Source: an optimization exercise on an open RTL-to-GDS flow (aim: small area, a short achievable clock period and few clock cycles). Production flows keep margins and buffers that such runs may drop.
Function was checked by simulation only, so behaviour that the tests miss may differ from the original.
No activity file was given, so power comes from the tool's default toggle rates.

===== flow/constraint.sdc =====
create_clock -name core_clock -period 11.0 [get_ports {clk}]
set_input_delay 2.2000 -clock core_clock [delete_from_list [all_inputs] [get_ports {clk}]]
set_output_delay 2.2000 -clock core_clock [all_outputs]
set_load 0.01 [all_outputs]

===== flow/config.mk =====
export PLATFORM = sky130hd
export DESIGN_NAME = SimpleCPU
export DESIGN_NICKNAME = SimpleCPU
export VERILOG_FILES = /design/flow/design.v
export SDC_FILE = /design/flow/constraint.sdc
export NUM_CORES = 4
export LEC_CHECK = 0
export CAP_MARGIN = 20
export CORE_MARGIN = 2
export CORE_UTILIZATION = 40
export SETUP_SLACK_MARGIN = 1.0
export SLEW_MARGIN = 20

===== flow/run.sh =====
#!/bin/bash
# synth_recipe.tcl (not shown) runs the flow's synth.tcl, then flattens the netlist and writes it again
# the make line also repeats each setting of config.mk as NAME=value (left out here)
make -C /OpenROAD-flow-scripts/flow DESIGN_CONFIG=/design/flow/config.mk WORK_HOME=/design/flow/orfs CLKGATE_MAP_FILE= SYNTH_SCRIPT=/design/flow/synth_recipe.tcl finish

===== flow/design.v =====
module SimpleCPU(clk, rst, data_fromRAM, wrEn, addr_toRAM, data_toRAM);
parameter SIZE = 10;
input clk, rst;
input wire [31:0] data_fromRAM;
output reg wrEn;
output reg [SIZE-1:0] addr_toRAM;
output reg [31:0] data_toRAM;
reg [2:0] state_current, state_next;
reg [SIZE-1:0] pc_current, pc_next;  
reg [31:0] iw_current, iw_next;  
reg [31:0] r1_current, r1_next;  
reg [31:0] r2_current, r2_next;  
always@(posedge clk) begin
	if(rst) begin
		state_current 	<= 0;
		pc_current		<= 10'b0;
		iw_current 		<= 32'b0;
		r1_current 		<= 32'b0;
		r2_current 		<= 32'b0;
	end
	else begin
		state_current 	<= state_next;
		pc_current 		<= pc_next;
		iw_current 		<= iw_next;
		r1_current 		<= r1_next;
		r2_current 		<= r2_next;
	end
end
always@(*) begin
	state_next 	= state_current;  
	pc_next 	= pc_current;  
	iw_next 	= iw_current;  
	r1_next 	= r1_current;  
	r2_next 	= r2_current;  
	wrEn 		= 0;  
	addr_toRAM 	= 0;  
	data_toRAM 	= 0;  
	case(state_current)
		0: begin
			pc_next 	= 0;
			iw_next 	= 0;
			r1_next 	= 0;
			r2_next 	= 0;
			state_next	= 1;
		end
		1: begin
			addr_toRAM 	= pc_current;
			state_next	= 2;
		end
		2: begin
			iw_next 	= data_fromRAM;			
			state_next 	= 3;
		end
		3: begin
			if(iw_current[31:28]=={3'b100, 1'b0}) begin  
				state_next = 4;
				end
			else if(iw_current[31:28]=={3'b100, 1'b1})begin 
        		r2_next=iw_current[13:0];
				state_next = 6;
				end  
			else if(iw_current[31:28]=={3'b101, 1'b0})begin 
                addr_toRAM = iw_current[13:0];
                state_next = 4;
              	end
			else  begin  
				addr_toRAM = iw_current[27:14];
                state_next = 4;
                end	
		end
		4: begin
			case(iw_current[31:28])          
              {3'b000, 1'b0}: begin 
                r1_next= data_fromRAM;
                addr_toRAM= iw_current[13:0];
                state_next= 5;
              end
              {3'b000, 1'b1}: begin 
                r1_next= data_fromRAM;
                r2_next= iw_current[13:0];
                state_next = 6;
              end    
              {3'b001, 1'b0}: begin 
                r1_next= data_fromRAM;
                addr_toRAM= iw_current[13:0];
                state_next = 5;
              end
              {3'b001, 1'b1}: begin 
                r1_next= data_fromRAM;
                r2_next= iw_current[13:0];
                state_next = 6;
              end  
              {3'b010, 1'b0}: begin 
                r1_next= data_fromRAM;
                addr_toRAM= iw_current[13:0];
                state_next = 5;
              end
              {3'b010, 1'b1}: begin 
                r1_next= data_fromRAM;
                r2_next= iw_current[13:0];
                state_next = 6;
              end  
              {3'b011, 1'b0}: begin 
                r1_next= data_fromRAM;
                addr_toRAM= iw_current[13:0];
                state_next = 5;
              end
              {3'b011, 1'b1}: begin 
                r1_next= data_fromRAM;
                r2_next= iw_current[13:0];
                state_next = 6;
              end
              {3'b100, 1'b0}: begin 
				addr_toRAM= iw_current[13:0];
				state_next 	= 5;
			  end 
              {3'b101, 1'b0}: begin 
                r1_next= data_fromRAM;
                addr_toRAM=data_fromRAM;
                state_next = 5;
              end
              {3'b101, 1'b1}: begin 
                r1_next= data_fromRAM;
                addr_toRAM= iw_current[13:0];
                state_next = 5;
              end
              {3'b110, 1'b0}: begin 
                r1_next= data_fromRAM;
                addr_toRAM= iw_current[13:0];
                state_next = 5;
              end
              {3'b110, 1'b1}: begin 
                r1_next= data_fromRAM;
                r2_next= iw_current[13:0];
                state_next = 6;
              end
              {3'b111, 1'b0}: begin 
                r1_next= data_fromRAM; 
                addr_toRAM= iw_current[13:0];
                state_next = 5;
              end
              {3'b111, 1'b1}: begin 
                r1_next= data_fromRAM;
                r2_next= iw_current[13:0];
                state_next = 6;
              end
			endcase
		end
		5: begin
          if(iw_current[31:28]=={3'b101, 1'b0}) begin 
                r1_next= data_fromRAM;
                state_next = 6;
              end
          else begin 
           		r2_next= data_fromRAM;
                state_next = 6;
          	  end  
		end
		6: begin
			casex(iw_current[31:28])
              {3'b000, 1'bx}: begin 
                wrEn= 1'b1;
                pc_next= pc_current+1;
                addr_toRAM= iw_current[27:14];
                data_toRAM= (r1_current+r2_current);
                state_next = 1;
              end
              {3'b001, 1'bx}: begin 
                wrEn = 1'b1;
                pc_next= pc_current+1;
                addr_toRAM= iw_current[27:14];
                data_toRAM= ~(r1_current & r2_current);
                state_next = 1;
              end
              {3'b010, 1'bx}: begin 
                wrEn= 1'b1;
                pc_next= pc_current+1;
                addr_toRAM= iw_current[27:14];
                data_toRAM= (r2_current < 32)? (r1_current >> r2_current) : (r1_current << (r2_current));
                state_next = 1;
              end  
              {3'b011, 1'bx}: begin 
                wrEn= 1'b1;
                pc_next= pc_current+1;
                addr_toRAM= iw_current[27:14];
                if (r1_current<r2_current)
                	data_toRAM=1;
                else
                	data_toRAM=0;
                state_next = 1;
              end
              {3'b100,1'bx}: begin 
				wrEn= 1'b1;
				pc_next= pc_current+1;
				addr_toRAM= iw_current[27:14];
				data_toRAM= r2_current;
				state_next 	= 1;
			  end
              {3'b101,1'b0}: begin 
				wrEn= 1'b1;
				pc_next= pc_current+1;
				addr_toRAM= iw_current[27:14];
				data_toRAM= r1_current;
				state_next 	= 1;
			  end
              {3'b101,1'b1}: begin 
				wrEn= 1'b1;
				pc_next= pc_current+1;
				addr_toRAM= r1_current;
				data_toRAM= r2_current;
				state_next 	= 1;
			  end  
              {3'b110, 1'b0}: begin 
                pc_next= (r2_current == 0)? r1_current : (pc_current+1);
                state_next = 1;
              end  
              {3'b110, 1'b1}: begin 
                pc_next= (r1_current + r2_current);
                state_next = 1;
              end
              {3'b111, 1'bx}: begin 
                wrEn= 1'b1;
                pc_next= pc_current+1;
                addr_toRAM= iw_current[27:14];
                data_toRAM= (r1_current*r2_current);
                state_next = 1;
              end
			endcase
		end
	endcase
end
endmodule

==> run notes <==
flip-flops by register name, summed over array words and instances (netlist names):
signal / flops
r1_current: 32
pc_current: 10
r2_current: 32
iw_current: 28
state_current: 3
how the worst max path moves through the flow:
stage                   start        endpoint  depth (start not counted)
2_1_floorplan   r2_current[4]  data_toRAM[31]                         26
3_3_place_gp    r2_current[7]  data_toRAM[31]                         23
3_5_place_dp    r2_current[7]  data_toRAM[31]                         23
4_1_cts         r2_current[2]  data_toRAM[26]                         22
5_1_grt        r2_current[23]  data_toRAM[31]                         21
6_report       r2_current[23]  data_toRAM[31]                         21
metal layers:
layer	track usage [%]	vias to the layer above
met3	5.08	307
met1	41.8	11900
li1	-	10300
met4	14.7	0
met2	48.2	1434
met5	0	-
cell type report:
cell class	instances	area, sq um	area share, %
inverters	440	1650	5.73
well taps	846	1060	3.67
clock inverters	7	88.8	0.308
flip-flops and latches	105	2200	7.62
multi-input cells	2376	21400	74.1
clock buffers	9	225	0.781
repair buffers	248	2250	7.80
critical path: stages (launching register included):
cell and delay [ns]:
dfxtp_1 0.95, nand2_1 0.19, fa_1 0.51, fa_1 0.55, inv_1 0.05, fa_1 0.50
fa_1 0.50, inv_1 0.06, fa_1 0.47, fa_1 0.51, fa_1 0.44, fa_1 0.42
xnor2_1 0.16, xnor2_1 0.25, xnor2_1 0.17, xnor2_1 0.10, xnor2_1 0.26, xnor3_1 0.34
a211oi_1 0.08, or4_1 0.49, a221oi_4 0.37, buf_2 0.20
cell families (layout without fill, tap and decap cells):
kind of cell / after synthesis / after routing / synth area share, %
AOI/OAI and AO/OA: 577 / 577 / 14.4
xor gates and xnor gates: 107 / 107 / 3.72
adders and majority gates: 597 / 597 / 41.3
buffers and inverters: 661 / 704 / 9.77
DFF: 105 / 105 / 8.23
muxes: 48 / 48 / 2.84
and+or+nand+nor: 1047 / 1047 / 19.8
cells in the mapped netlist (23+ instances only):
cell type,count,share of area [%]
nand2b_1,23,0.56
xor2_1,27,0.93
nor3_1,31,0.61
nor2_1,168,2.5
nand2_1,391,5.7
a21oi_1,266,5.2
a211oi_1,41,1.2
and3_1,23,0.56
clkbuf_1,193,2.8
ha_1,188,9.2
mux2i_1,24,0.94
nand3_1,98,1.9
xnor2_1,79,2.7
dfxtp_1,105,8.2
inv_1,433,6.4
a221oi_1,43,1.5
o21ai_0,63,1.2
and2_1,237,5.8
fa_1,409,32
metrics by stage:
stage	utilization [%]	cells	total power, W	setup slack (ns)	hold WS (ns)
2_1_floorplan	-	3142	0.000696	1.40	0.432
3_3_place_gp	43.7	3972	0.000897	0.576	0.442
3_5_place_dp	43.7	3972	0.000895	0.470	0.446
4_1_cts	45.0	4007	0.00126	0.861	0.457
5_1_grt	45.7	4031	0.00134	0.731	0.484
6_report	45.7	4031	0.00130	0.884	0.459
repair_timing:
action                                  in CTS  in global routing
gates resized for setup                    102                 86
cloned                                       0                  1
pin swaps                                   10                 66
endpoints found under the setup margin      18                 17
buffers inserted                            19                 23
where the power goes:
group / switching [W] / internal [W] / total (W)
clock: 0.000182 / 0.000166 / 0.000348
combinational: 0.000351 / 0.000166 / 0.000517
sequential: 0.0000421 / 0.000393 / 0.000435
==> impl_metrics.csv <==
group,metric,value,unit
critical_path,start_kind,"flip-flop",
yosys,synth-seq-cells,105,
clocking,clock_path_buffers,2,
placed_design,port_buffers,76,
layout,layout_commonest_cell,"inv_1",
detailed_routing,wirelength_met1,41100,um
floorplan,coreArea,63100,sq um
timing,setup_viol_count_final,0,
timing,rsz0062_at_grt,"yes",
yosys,async_flop_share,0,%
timing,setup-tns-final,0,ns
critical_path,endpoint_kind,"primary output",
clocking,cts_hold_buf,0,
yosys,synth_cell_types,81,
power,power_density,45.1,nW/um^2
floorplan,design.portCount,77,
detailed_routing,dr_wl_met3,10700,um
clocking,cts_sinks,105,
layout,insertedDiodeCount,0,
grt,track_usage,30.9,%
critical_path,arrival,7.92,ns
detailed_routing,post-route-drc-count,0,
yosys,synth_nets,3773,
clocking,tritoncts,"done",
timing,fin_crit_sh,92.0,%
power,power.leakage,12.8,nW
grt,antenna_found_initial,4,
clocking,clock_latency,0.36,ns
hold_path,min_from,"iw_current[10]",
layout,most-common-layout-cells,"inv_1, fa_1, nand2_1",
detailed_routing,wl_met2,46000,um
clocking,cts_max_level,3,
critical_path,reg2reg_from,"r2_current[2]",
layout,fill_cells,6394,
detailed_routing,avgRoutedWirePerCell,25.7,um
yosys,synthFlopType,"dfxtp_1",
layout,final_nets,3811,
detailed_routing,drt_iter0_drc,2724,
detailed_routing,antenna_left,0,
placed_design,dp_hpwl,79400,um
yosys,synth-edff-count,0,
hold_path,hold_depth,2,
clocking,clk_pin_slew,0.09,ns
grt,grt_pass1_vias,23500,
floorplan,die_x,257,um
yosys,synth_area_per_cell,8.13,sq um
grt,grt_pass1_wl,153000,um
detailed_routing,firstDrtPassIters,6,
detailed_routing,routed_via_density,5.93,
power,peakVddDrop,0.0000733,V
timing,fin_skew,0.0155,ns
hold_path,hold_class,"flip-flop to flip-flop",
status,status,"timing/DRC/antenna clean",
yosys,synth_warnings,1,
timing,clock.fmax,98.8,MHz
grt,grt_start_max_net_pins,81,
flow_run,maxCapViolCount,0,
layout,drive_above_1_share,11.0,%
layout,synthToLayoutAreaGrowth,13.0,%
floorplan,start_util,40.5,%
timing,drv_slew,0,
detailed_routing,vias,23900,
detailed_routing,drt_wl_total,104000,um
critical_path,critPathRequiredTime,8.80,ns
critical_path,r2r_slack,7.29,ns
critical_path,r2r-end,"pc_current[8]",
yosys,synth_cells,3142,
placed_design,gp_routability_congestion,1.04,
critical_path,r2r_cells,12,
layout,final_area,28900,sq um
clocking,cts_buffers,9,
yosys,netlist_area,25500,sq um
timing,relSlewSlack,21.7,%
floorplan,dieArea,65900,sq um
floorplan,num_rows,92,
yosys,synth_seq_area_share,8.23,%
detailed_routing,highest_layer,"met4",
timing,finalCriticalPeriod,10.12,ns
clocking,root_buffer,"clkbuf_16",
placed_design,dpl_cell_area,27600,sq um
grt,grt_overflow,0,
critical_path,worst-setup-path-type,"flip-flop to primary output",
critical_path,crit_path_max_fanout,12,
timing,tightest_slew,1.17,ns
floorplan,die_h,257,um
timing,hold_viol,0,
hold_path,hold_end,"iw_current[10]",
Testbench counts, summed over its fixed seeds: cycles 267,216.

separate check: timing with driven ports:
How much do the figures lean on ideal ports? The routed layout below was timed once more, with nothing changed but the port constraints. Step 1 assumes that a clkbuf_16 drives the clock port and a buf_2 every other input. Step 2 moves the port delays by t, midway between the first and last clock arrival at a register: inputs arrive t later, outputs are due t later. That takes back most of the time a late clock gives input paths. a / b / c = ideal ports / drivers / drivers and shift; a / b = the first two.
t, ns: 0.402
setup WS [ns]: 0.884 / 0.837 / 1.239
latest minus earliest clock arrival (ns): 0.015 / 0.016
worst register clock-pin slew, ns: 0.09 / 0.09
After both steps this run still meets setup and hold. The setup slack of this run moves by -0.047 ns with the drivers and by +0.355 ns with both steps.
